Context: an optimization exercise on an open-source flow, tuned for small area, a short achievable clock period and few clock cycles. The choices shown serve that exercise and are no tape-out recipe. In this exercise RTL edits were held to simulation tests only and were not proved equivalent to the original. Power and IR drop assume default switching activity.

==> trial 39: inputs <==
==> flow/design.v <==
module decode(
	input [31:0] Instruction,
	output [4:0] Rs1,
	output [4:0] Rs2,
	output [4:0] Rd,
	output [13:0] I_Immediate,
	output [4:0] Func,
	output [1:0] Type
);
	assign Type        = Instruction[2:1];
	assign I_Immediate = Instruction[16:3];
	assign Rs2         = Instruction[16:12];
	assign Rd          = Instruction[21:17];
	assign Rs1         = Instruction[26:22];
	assign Func        = Instruction[31:27];
endmodule
module RegisterFile(
	input clock,
	input reset,
	input [31:0] WE,
	input [31:0] BusW,
	output [31:0] Avail,
	input [3:0] SelALo,
	input [7:0] SelAHi,
	input FwA,
	input [4:0] DfltA,
	input [3:0] SelBLo,
	input [7:0] SelBHi,
	input FwB,
	input [4:0] DfltB,
	input [31:0] FwData,
	output [31:0] BusA,
	output [31:0] BusB
);
	reg [31:0] registers [0:31];
	reg [31:0] written;
	integer w;
	always @(posedge clock) begin
		for (w = 0; w < 32; w = w + 1)
			if (WE[w])
				registers[w] <= BusW;
	end
	always @(posedge clock) begin
		if (reset)
			written <= 32'd0;
		else
			written <= written | WE;
	end
	assign Avail = written | WE;
	wire [31:0] SelA, SelB;
	genvar k, g;
	generate
		for (g = 0; g < 32; g = g + 1) begin : sel
			assign SelA[g] = SelALo[g % 4] & SelAHi[g / 4] & written[g];
			assign SelB[g] = SelBLo[g % 4] & SelBHi[g / 4] & written[g];
		end
		for (k = 0; k < 32; k = k + 1) begin : bit_
			wire [31:0] col;
			wire [3:0] ga, gb;
			wire [1:0] na, nb;
			for (g = 0; g < 32; g = g + 1) begin : c
				assign col[g] = registers[g][k];
			end
			for (g = 0; g < 4; g = g + 1) begin : grp
				rd_grp8 ua(.s(SelA[8*g +: 8]), .d(col[8*g +: 8]), .y(ga[g]));
				rd_grp8 ub(.s(SelB[8*g +: 8]), .d(col[8*g +: 8]), .y(gb[g]));
			end
			rd_nor2 pa0(.a(ga[0]), .b(ga[1]), .y(na[0]));
			rd_nor2 pa1(.a(ga[2]), .b(ga[3]), .y(na[1]));
			rd_nor2 pb0(.a(gb[0]), .b(gb[1]), .y(nb[0]));
			rd_nor2 pb1(.a(gb[2]), .b(gb[3]), .y(nb[1]));
			if (k < 5) begin : d
				rd_fin ca(.n(na), .f(FwA), .fd(FwData[k]), .dl(DfltA[k % 5]), .y(BusA[k]));
				rd_fin cb(.n(nb), .f(FwB), .fd(FwData[k]), .dl(DfltB[k % 5]), .y(BusB[k]));
			end else begin : n
				rd_fin_nd ca(.n(na), .f(FwA), .fd(FwData[k]), .y(BusA[k]));
				rd_fin_nd cb(.n(nb), .f(FwB), .fd(FwData[k]), .y(BusB[k]));
			end
		end
	endgenerate
endmodule
module rd_grp8(input [7:0] s, input [7:0] d, output y);
	assign y = |(s & d);
endmodule
module rd_nor2(input a, input b, output y);
	assign y = ~(a | b);
endmodule
module rd_fin(input [1:0] n, input f, input fd, input dl, output y);
	assign y = ~(n[0] & n[1] & ~((f & fd) | dl));
endmodule
module rd_fin_nd(input [1:0] n, input f, input fd, output y);
	assign y = ~(n[0] & n[1] & ~(f & fd));
endmodule
module ALU(
	input [31:0] a,
	input [31:0] op2,
	input cin,
	input inv,
	input sel_add,
	input sel_and,
	input sel_shl,
	input sel_shr,
	output [31:0] ALU_result,
	output [31:0] ALU_result_x
);
	wire [31:0] gn0, pn0, xs;
	genvar i;
	generate
		for (i = 0; i < 31; i = i + 1) begin : pg
			ks_pg u(.a(a[i]), .b(op2[i]), .gn(gn0[i+1]), .pn(pn0[i+1]));
		end
		for (i = 0; i < 32; i = i + 1) begin : x
			ks_x u(.a(a[i]), .b(op2[i]), .y(xs[i]));
		end
	endgenerate
	ks_inv ci(.a(cin), .y(gn0[0]));
	assign pn0[0] = 1'b1;
	wire [31:0] g1, p1, g2, p2, g3, p3, g4, p4, carry;
	ks_level_p #(.D(1))  l1(.g(gn0), .p(pn0), .go(g1), .po(p1));
	ks_level_n #(.D(2))  l2(.g(g1), .p(p1), .go(g2), .po(p2));
	ks_level_p #(.D(4))  l3(.g(g2), .p(p2), .go(g3), .po(p3));
	ks_level_n #(.D(8))  l4(.g(g3), .p(p3), .go(g4), .po(p4));
	ks_level_p #(.D(16)) l5(.g(g4), .p(p4), .go(carry), .po());
	wire [31:0] oth = ({32{sel_and}} & (a & op2))
	                | ({32{sel_shl}} & {a[28:0], 3'b000})
	                | ({32{sel_shr}} & {3'b000, a[31:3]});
	wire [31:0] res1 = ({32{sel_add}} & ~xs) | oth;
	wire [31:0] res0 = ({32{sel_add}} & xs) | oth;
	late_mux m(.s(carry), .d1(res1), .d0(res0), .y(ALU_result));
	late_mux mx(.s(carry), .d1(res1 ^ {32{inv}}), .d0(res0 ^ {32{inv}}), .y(ALU_result_x));
endmodule
module ks_pg(input a, input b, output gn, output pn);
	assign gn = ~(a & b);
	assign pn = ~(a | b);
endmodule
module ks_x(input a, input b, output y);
	assign y = a ^ b;
endmodule
module ks_level_n #(parameter D = 1) (
	input [31:0] g, input [31:0] p,
	output [31:0] go, output [31:0] po
);
	genvar i;
	generate
		for (i = 0; i < 32; i = i + 1) begin : c
			if (i >= 2 * D) begin : b
				ks_black_n u(.gh(g[i]), .ph(p[i]), .gl(g[i-D]), .pl(p[i-D]), .go(go[i]), .po(po[i]));
			end else if (i >= D) begin : y
				ks_gray_n u(.gh(g[i]), .ph(p[i]), .gl(g[i-D]), .go(go[i]));
				assign po[i] = 1'b1;
			end else begin : w
				ks_inv u(.a(g[i]), .y(go[i]));
				assign po[i] = 1'b1;
			end
		end
	endgenerate
endmodule
module ks_level_p #(parameter D = 1) (
	input [31:0] g, input [31:0] p,
	output [31:0] go, output [31:0] po
);
	genvar i;
	generate
		for (i = 0; i < 32; i = i + 1) begin : c
			if (i >= 2 * D) begin : b
				ks_black_p u(.gnh(g[i]), .pnh(p[i]), .gnl(g[i-D]), .pnl(p[i-D]), .go(go[i]), .po(po[i]));
			end else if (i >= D) begin : y
				ks_gray_p u(.gnh(g[i]), .pnh(p[i]), .gnl(g[i-D]), .go(go[i]));
				assign po[i] = 1'b0;
			end else begin : w
				ks_inv u(.a(g[i]), .y(go[i]));
				assign po[i] = 1'b0;
			end
		end
	endgenerate
endmodule
module ks_black_n(input gh, input ph, input gl, input pl, output go, output po);
	assign go = ~(gh | (ph & gl));
	assign po = ~(ph & pl);
endmodule
module ks_black_p(input gnh, input pnh, input gnl, input pnl, output go, output po);
	assign go = ~(gnh & (pnh | gnl));
	assign po = ~(pnh | pnl);
endmodule
module ks_gray_n(input gh, input ph, input gl, output go);
	assign go = ~(gh | (ph & gl));
endmodule
module ks_gray_p(input gnh, input pnh, input gnl, output go);
	assign go = ~(gnh & (pnh | gnl));
endmodule
module ks_inv(input a, output y);
	assign y = ~a;
endmodule
module late_mux(
	input [31:0] s,
	input [31:0] d1,
	input [31:0] d0,
	output [31:0] y
);
	assign y = (s & d1) | (~s & d0);
endmodule
module op2_sel(
	input [31:0] b,
	input [31:0] d1,
	input [31:0] d0,
	output [31:0] y
);
	assign y = (b & d1) | (~b & d0);
endmodule
module mc_datapath(
	input clk,
	input rst,
	input in_valid,
	output in_ready,
	input [31:0] in_instr,
	output out_valid,
	output [4:0] out_rd,
	output [31:0] out_result,
	output [31:0] out_a,
	output [31:0] out_b
);
	wire [4:0] Rs1 = in_instr[26:22];
	wire [4:0] Rs2 = in_instr[16:12];
	wire [4:0] Rd = in_instr[21:17];
	wire [4:0] Func = in_instr[31:27];
	wire [13:0] I_Immediate = in_instr[16:3];
	wire [1:0] Type = in_instr[2:1];
	wire f0 = (Func == 5'd0);
	wire f1 = (Func == 5'd1);
	wire f2 = (Func == 5'd2);
	wire d_and = f0 && (Type == 2'd0 || Type == 2'd2);
	wire d_shl = f0 && (Type == 2'd1);
	wire d_shr = f2 && (Type == 2'd1);
	wire d_sub = f2 && (Type == 2'd0);
	wire d_imm = (f0 || f1) && (Type == 2'd2);
	wire d_add = !(d_and || d_shl || d_shr);
	reg f_v, f_sub, f_imm_sel, f_add, f_and, f_shl, f_shr;
	reg f_fe_a, f_fe_b, f_fw_a, f_fw_b;
	reg [3:0] f_lo_a, f_lo_b;
	reg [7:0] f_hi_a, f_hi_b;
	reg [4:0] f_dflt_a, f_dflt_b, f_rd;
	reg [13:0] f_imm;
	reg e_v, e_cin, e_add, e_and, e_shl, e_shr;
	reg [4:0] e_rd;
	reg [31:0] e_a, e_b, e_op2;
	reg o_v;
	reg [4:0] o_rd;
	reg [31:0] o_we;
	reg [31:0] o_res, o_out, o_a, o_b;
	wire [31:0] avail, BusA, BusB, alu, alu_x;
	wire fe_a = f_v && (f_rd == Rs1);
	wire fe_b = f_v && (f_rd == Rs2);
	wire fw_a = e_v && (e_rd == Rs1);
	wire fw_b = e_v && (e_rd == Rs2);
	wire dflt_a = !avail[Rs1] && !fw_a;
	wire dflt_b = !avail[Rs2] && !fw_b;
	always @(posedge clk) begin
		f_v       <= !rst && in_valid;
		f_rd      <= Rd;
		f_imm     <= I_Immediate;
		f_lo_a    <= 4'd1 << Rs1[1:0];
		f_hi_a    <= (8'd1 << Rs1[4:2]) & {8{!fw_a}};
		f_lo_b    <= 4'd1 << Rs2[1:0];
		f_hi_b    <= (8'd1 << Rs2[4:2]) & {8{!fw_b}};
		f_dflt_a  <= Rs1 & {5{dflt_a}};
		f_dflt_b  <= Rs2 & {5{dflt_b}};
		f_fe_a    <= fe_a;
		f_fe_b    <= fe_b;
		f_fw_a    <= fw_a;
		f_fw_b    <= fw_b;
		f_imm_sel <= d_imm;
		f_sub     <= d_sub;
		f_add     <= d_add;
		f_and     <= d_and;
		f_shl     <= d_shl;
		f_shr     <= d_shr;
	end
	RegisterFile rf(
		.clock(clk), .reset(rst),
		.WE(o_we), .BusW(o_res), .Avail(avail),
		.SelALo(f_lo_a), .SelAHi(f_hi_a), .FwA(f_fw_a), .DfltA(f_dflt_a),
		.SelBLo(f_lo_b), .SelBHi(f_hi_b), .FwB(f_fw_b), .DfltB(f_dflt_b),
		.FwData(o_res),
		.BusA(BusA), .BusB(BusB)
	);
	wire [31:0] immx = {{18{f_imm[13]}}, f_imm};
	wire [31:0] op2_rd;
	op2_sel os(.b(BusB), .d1(f_imm_sel ? immx : {32{!f_sub}}),
		.d0(f_imm_sel ? immx : {32{f_sub}}), .y(op2_rd));
	wire fe_op2 = f_fe_b && !f_imm_sel;
	wire [31:0] a_in, b_in, op2_in;
	late_mux ma(.s({32{f_fe_a}}), .d1(alu), .d0(BusA), .y(a_in));
	late_mux mb(.s({32{f_fe_b}}), .d1(alu), .d0(BusB), .y(b_in));
	late_mux mo(.s({32{fe_op2}}), .d1(alu_x), .d0(op2_rd), .y(op2_in));
	always @(posedge clk) begin
		e_v   <= !rst && f_v;
		e_rd  <= f_rd;
		e_cin <= f_sub;
		e_add <= f_add;
		e_and <= f_and;
		e_shl <= f_shl;
		e_shr <= f_shr;
		e_a   <= a_in;
		e_b   <= b_in;
		e_op2 <= op2_in;
	end
	ALU alu_u(
		.a(e_a), .op2(e_op2), .cin(e_cin), .inv(f_sub),
		.sel_add(e_add), .sel_and(e_and), .sel_shl(e_shl), .sel_shr(e_shr),
		.ALU_result(alu), .ALU_result_x(alu_x)
	);
	always @(posedge clk) begin
		o_v   <= !rst && e_v;
		o_we  <= (32'd1 << e_rd) & {32{!rst && e_v}};
		o_rd  <= e_rd;
		o_res <= alu;
		o_out <= alu;
		o_a   <= e_a;
		o_b   <= e_b;
	end
	assign in_ready   = 1'b1;
	assign out_valid  = o_v;
	assign out_rd     = o_rd;
	assign out_result = o_out;
	assign out_a      = o_a;
	assign out_b      = o_b;
endmodule
==> flow/run.sh <==
#!/bin/bash
# synth_recipe.tcl (not shown) runs the flow's synth.tcl, then flattens the netlist and writes it again
# the make line also repeats each setting of config.mk as NAME=value (left out here)
make -C /OpenROAD-flow-scripts/flow DESIGN_CONFIG=/design/flow/config.mk WORK_HOME=/design/flow/orfs CLKGATE_MAP_FILE= SYNTH_SCRIPT=/design/flow/synth_recipe.tcl finish
==> flow/config.mk <==
export PLATFORM = sky130hd
export DESIGN_NAME = mc_datapath
export DESIGN_NICKNAME = mc_datapath
export VERILOG_FILES = /design/flow/design.v
export SDC_FILE = /design/flow/constraint.sdc
export NUM_CORES = 4
export LEC_CHECK = 0
export CAP_MARGIN = 20
export CORE_MARGIN = 2
export CORE_UTILIZATION = 55
export CTS_CLUSTER_DIAMETER = 100
export CTS_CLUSTER_SIZE = 24
export SETUP_SLACK_MARGIN = 2.75
export SLEW_MARGIN = 20
export SYNTH_HIERARCHICAL = 1
export TNS_END_PERCENT = 100
==> flow/constraint.sdc <==
create_clock -name core_clock -period 5.0 [get_ports {clk}]
set_input_delay 1.0000 -clock core_clock [delete_from_list [all_inputs] [get_ports {clk}]]
set_output_delay 1.0000 -clock core_clock [all_outputs]
set_load 0.01 [all_outputs]
==> trial 71: changes against trial 39 <==
--- a/flow/design.v
+++ b/flow/design.v
@@ -20,12 +20,10 @@
 	input [31:0] WE,
 	input [31:0] BusW,
 	output [31:0] Avail,
-	input [3:0] SelALo,
-	input [7:0] SelAHi,
+	input [31:0] SelA,
 	input FwA,
 	input [4:0] DfltA,
-	input [3:0] SelBLo,
-	input [7:0] SelBHi,
+	input [31:0] SelB,
 	input FwB,
 	input [4:0] DfltB,
 	input [31:0] FwData,
@@ -47,13 +45,8 @@
 			written <= written | WE;
 	end
 	assign Avail = written | WE;
-	wire [31:0] SelA, SelB;
 	genvar k, g;
 	generate
-		for (g = 0; g < 32; g = g + 1) begin : sel
-			assign SelA[g] = SelALo[g % 4] & SelAHi[g / 4] & written[g];
-			assign SelB[g] = SelBLo[g % 4] & SelBHi[g / 4] & written[g];
-		end
 		for (k = 0; k < 32; k = k + 1) begin : bit_
 			wire [31:0] col;
 			wire [3:0] ga, gb;
@@ -236,8 +229,7 @@
 	wire d_add = !(d_and || d_shl || d_shr);
 	reg f_v, f_sub, f_imm_sel, f_add, f_and, f_shl, f_shr;
 	reg f_fe_a, f_fe_b, f_fw_a, f_fw_b;
-	reg [3:0] f_lo_a, f_lo_b;
-	reg [7:0] f_hi_a, f_hi_b;
+	reg [31:0] f_sel_a, f_sel_b;
 	reg [4:0] f_dflt_a, f_dflt_b, f_rd;
 	reg [13:0] f_imm;
 	reg e_v, e_cin, e_add, e_and, e_shl, e_shr;
@@ -252,16 +244,16 @@
 	wire fe_b = f_v && (f_rd == Rs2);
 	wire fw_a = e_v && (e_rd == Rs1);
 	wire fw_b = e_v && (e_rd == Rs2);
+	wire [31:0] hot_a = 32'd1 << Rs1;
+	wire [31:0] hot_b = 32'd1 << Rs2;
 	wire dflt_a = !avail[Rs1] && !fw_a;
 	wire dflt_b = !avail[Rs2] && !fw_b;
 	always @(posedge clk) begin
 		f_v       <= !rst && in_valid;
 		f_rd      <= Rd;
 		f_imm     <= I_Immediate;
-		f_lo_a    <= 4'd1 << Rs1[1:0];
-		f_hi_a    <= (8'd1 << Rs1[4:2]) & {8{!fw_a}};
-		f_lo_b    <= 4'd1 << Rs2[1:0];
-		f_hi_b    <= (8'd1 << Rs2[4:2]) & {8{!fw_b}};
+		f_sel_a   <= hot_a & avail & {32{!fw_a}};
+		f_sel_b   <= hot_b & avail & {32{!fw_b}};
 		f_dflt_a  <= Rs1 & {5{dflt_a}};
 		f_dflt_b  <= Rs2 & {5{dflt_b}};
 		f_fe_a    <= fe_a;
@@ -278,8 +270,8 @@
 	RegisterFile rf(
 		.clock(clk), .reset(rst),
 		.WE(o_we), .BusW(o_res), .Avail(avail),
-		.SelALo(f_lo_a), .SelAHi(f_hi_a), .FwA(f_fw_a), .DfltA(f_dflt_a),
-		.SelBLo(f_lo_b), .SelBHi(f_hi_b), .FwB(f_fw_b), .DfltB(f_dflt_b),
+		.SelA(f_sel_a), .FwA(f_fw_a), .DfltA(f_dflt_a),
+		.SelB(f_sel_b), .FwB(f_fw_b), .DfltB(f_dflt_b),
 		.FwData(o_res),
 		.BusA(BusA), .BusB(BusB)
 	);
- SETUP_SLACK_MARGIN: 2.75 -> 2.9
==> build 3: changes against trial 39 <==
--- a/flow/design.v
+++ b/flow/design.v
@@ -20,12 +20,10 @@
 	input [31:0] WE,
 	input [31:0] BusW,
 	output [31:0] Avail,
-	input [3:0] SelALo,
-	input [7:0] SelAHi,
+	input [31:0] SelA,
 	input FwA,
 	input [4:0] DfltA,
-	input [3:0] SelBLo,
-	input [7:0] SelBHi,
+	input [31:0] SelB,
 	input FwB,
 	input [4:0] DfltB,
 	input [31:0] FwData,
@@ -47,13 +45,8 @@
 			written <= written | WE;
 	end
 	assign Avail = written | WE;
-	wire [31:0] SelA, SelB;
 	genvar k, g;
 	generate
-		for (g = 0; g < 32; g = g + 1) begin : sel
-			assign SelA[g] = SelALo[g % 4] & SelAHi[g / 4] & written[g];
-			assign SelB[g] = SelBLo[g % 4] & SelBHi[g / 4] & written[g];
-		end
 		for (k = 0; k < 32; k = k + 1) begin : bit_
 			wire [31:0] col;
 			wire [3:0] ga, gb;
@@ -236,8 +229,7 @@
 	wire d_add = !(d_and || d_shl || d_shr);
 	reg f_v, f_sub, f_imm_sel, f_add, f_and, f_shl, f_shr;
 	reg f_fe_a, f_fe_b, f_fw_a, f_fw_b;
-	reg [3:0] f_lo_a, f_lo_b;
-	reg [7:0] f_hi_a, f_hi_b;
+	reg [31:0] f_sel_a, f_sel_b;
 	reg [4:0] f_dflt_a, f_dflt_b, f_rd;
 	reg [13:0] f_imm;
 	reg e_v, e_cin, e_add, e_and, e_shl, e_shr;
@@ -252,16 +244,16 @@
 	wire fe_b = f_v && (f_rd == Rs2);
 	wire fw_a = e_v && (e_rd == Rs1);
 	wire fw_b = e_v && (e_rd == Rs2);
+	wire [31:0] hot_a = 32'd1 << Rs1;
+	wire [31:0] hot_b = 32'd1 << Rs2;
 	wire dflt_a = !avail[Rs1] && !fw_a;
 	wire dflt_b = !avail[Rs2] && !fw_b;
 	always @(posedge clk) begin
 		f_v       <= !rst && in_valid;
 		f_rd      <= Rd;
 		f_imm     <= I_Immediate;
-		f_lo_a    <= 4'd1 << Rs1[1:0];
-		f_hi_a    <= (8'd1 << Rs1[4:2]) & {8{!fw_a}};
-		f_lo_b    <= 4'd1 << Rs2[1:0];
-		f_hi_b    <= (8'd1 << Rs2[4:2]) & {8{!fw_b}};
+		f_sel_a   <= hot_a & avail & {32{!fw_a}};
+		f_sel_b   <= hot_b & avail & {32{!fw_b}};
 		f_dflt_a  <= Rs1 & {5{dflt_a}};
 		f_dflt_b  <= Rs2 & {5{dflt_b}};
 		f_fe_a    <= fe_a;
@@ -278,8 +270,8 @@
 	RegisterFile rf(
 		.clock(clk), .reset(rst),
 		.WE(o_we), .BusW(o_res), .Avail(avail),
-		.SelALo(f_lo_a), .SelAHi(f_hi_a), .FwA(f_fw_a), .DfltA(f_dflt_a),
-		.SelBLo(f_lo_b), .SelBHi(f_hi_b), .FwB(f_fw_b), .DfltB(f_dflt_b),
+		.SelA(f_sel_a), .FwA(f_fw_a), .DfltA(f_dflt_a),
+		.SelB(f_sel_b), .FwB(f_fw_b), .DfltB(f_dflt_b),
 		.FwData(o_res),
 		.BusA(BusA), .BusB(BusB)
 	);
- CORE_UTILIZATION: 55 -> 50
- CTS_CLUSTER_SIZE: 24 -> 26
==> run summary <==
Clock input transition at the sequential cells of the worst setup and hold paths: trial 71 0.10 ns; build 3 0.11 ns; trial 39 0.10 ns
Status: trial 71 timing/DRC/antenna clean; build 3 timing/DRC/antenna clean; trial 39 timing/DRC/antenna clean
Max IR drop VDD: trial 71 0.301 mV; build 3 0.293 mV; trial 39 0.278 mV
Resized Gates After CTS: trial 71 1,341; build 3 924; trial 39 874
Via count of the routed design: trial 71 44,183; build 3 43,083; trial 39 43,684
First-iteration detailed-routing DRC count: trial 71 7,388; build 3 6,858; trial 39 7,445
Internal Power: trial 71 15.7 mW; build 3 15.4 mW; trial 39 15.2 mW
Met1 GRT Util: trial 71 54.8%; build 3 46.1%; trial 39 50.9%
# placed instances: trial 71 5,787; build 3 5,907; trial 39 5,757
Number of signal-net inverters in the final layout: trial 71 37; build 3 37; trial 39 40
Final non-filler cell area: trial 71 0.0712 mm²; build 3 0.0680 mm²; trial 39 0.0682 mm²
Core utilization of the finished layout: trial 71 67.5%; build 3 58.6%; trial 39 65.8%
Part of the total power dissipated in the clock network: trial 71 32.4%; build 3 31.0%; trial 39 32.2%
First-pass GRT wire length: trial 71 310,000 µm; build 3 299,000 µm; trial 39 295,000 µm
Post-Syn Instances: trial 71 4,169; build 3 4,169; trial 39 4,147
H-tree level count: trial 71 3; build 3 2; trial 39 3
Fraction of area in multi-input gates: trial 71 31.4%; build 3 30.7%; trial 39 31.7%
Non-clock buffer contribution to total cell area: trial 71 8.56%; build 3 6.58%; trial 39 7.28%
Cell Area, Synth: trial 71 0.0585 mm²; build 3 0.0585 mm²; trial 39 0.0576 mm²
Diodes inserted: trial 71 7; build 3 7; trial 39 2
Testbench counts of trial 39, summed over its fixed seeds: cycles 32,024.
Testbench counts of trial 71, summed over its fixed seeds: cycles 32,024.
Testbench counts of build 3, summed over its fixed seeds: cycles 32,024.

## separate check: timing with driven ports
Ports are ideal in the flow. The routed layouts listed here were re-timed in OpenROAD.
Step 1 sets driving cells, clkbuf_16 on the clock port and buf_2 on the other inputs (assumed; they add their load-dependent delay and slew).
Step 2 times the ports against the registers' clock, not the clock port: input delays grow and output delays shrink by t, the midpoint of the rising clock arrivals with the driver on.
Three values: ideal, step 1, step 2; two values: the first two.
| run | shift t [ns] | setup slack, ns | clock arrival spread, ns |
|---|---|---|---|
| trial 39 | 0.751 | 2.450 / 2.450 / 2.056 | 0.026 / 0.026 |
| trial 71 | 0.766 | 2.656 / 2.587 / 2.219 | 0.025 / 0.025 |
| build 3 | 0.823 | 2.610 / 2.530 / 2.019 | 0.064 / 0.065 |
After both steps setup and hold are still met in every run listed. The setup slack of build 3, which loses most, moves by -0.080 ns with the drivers and by -0.591 ns with both steps.
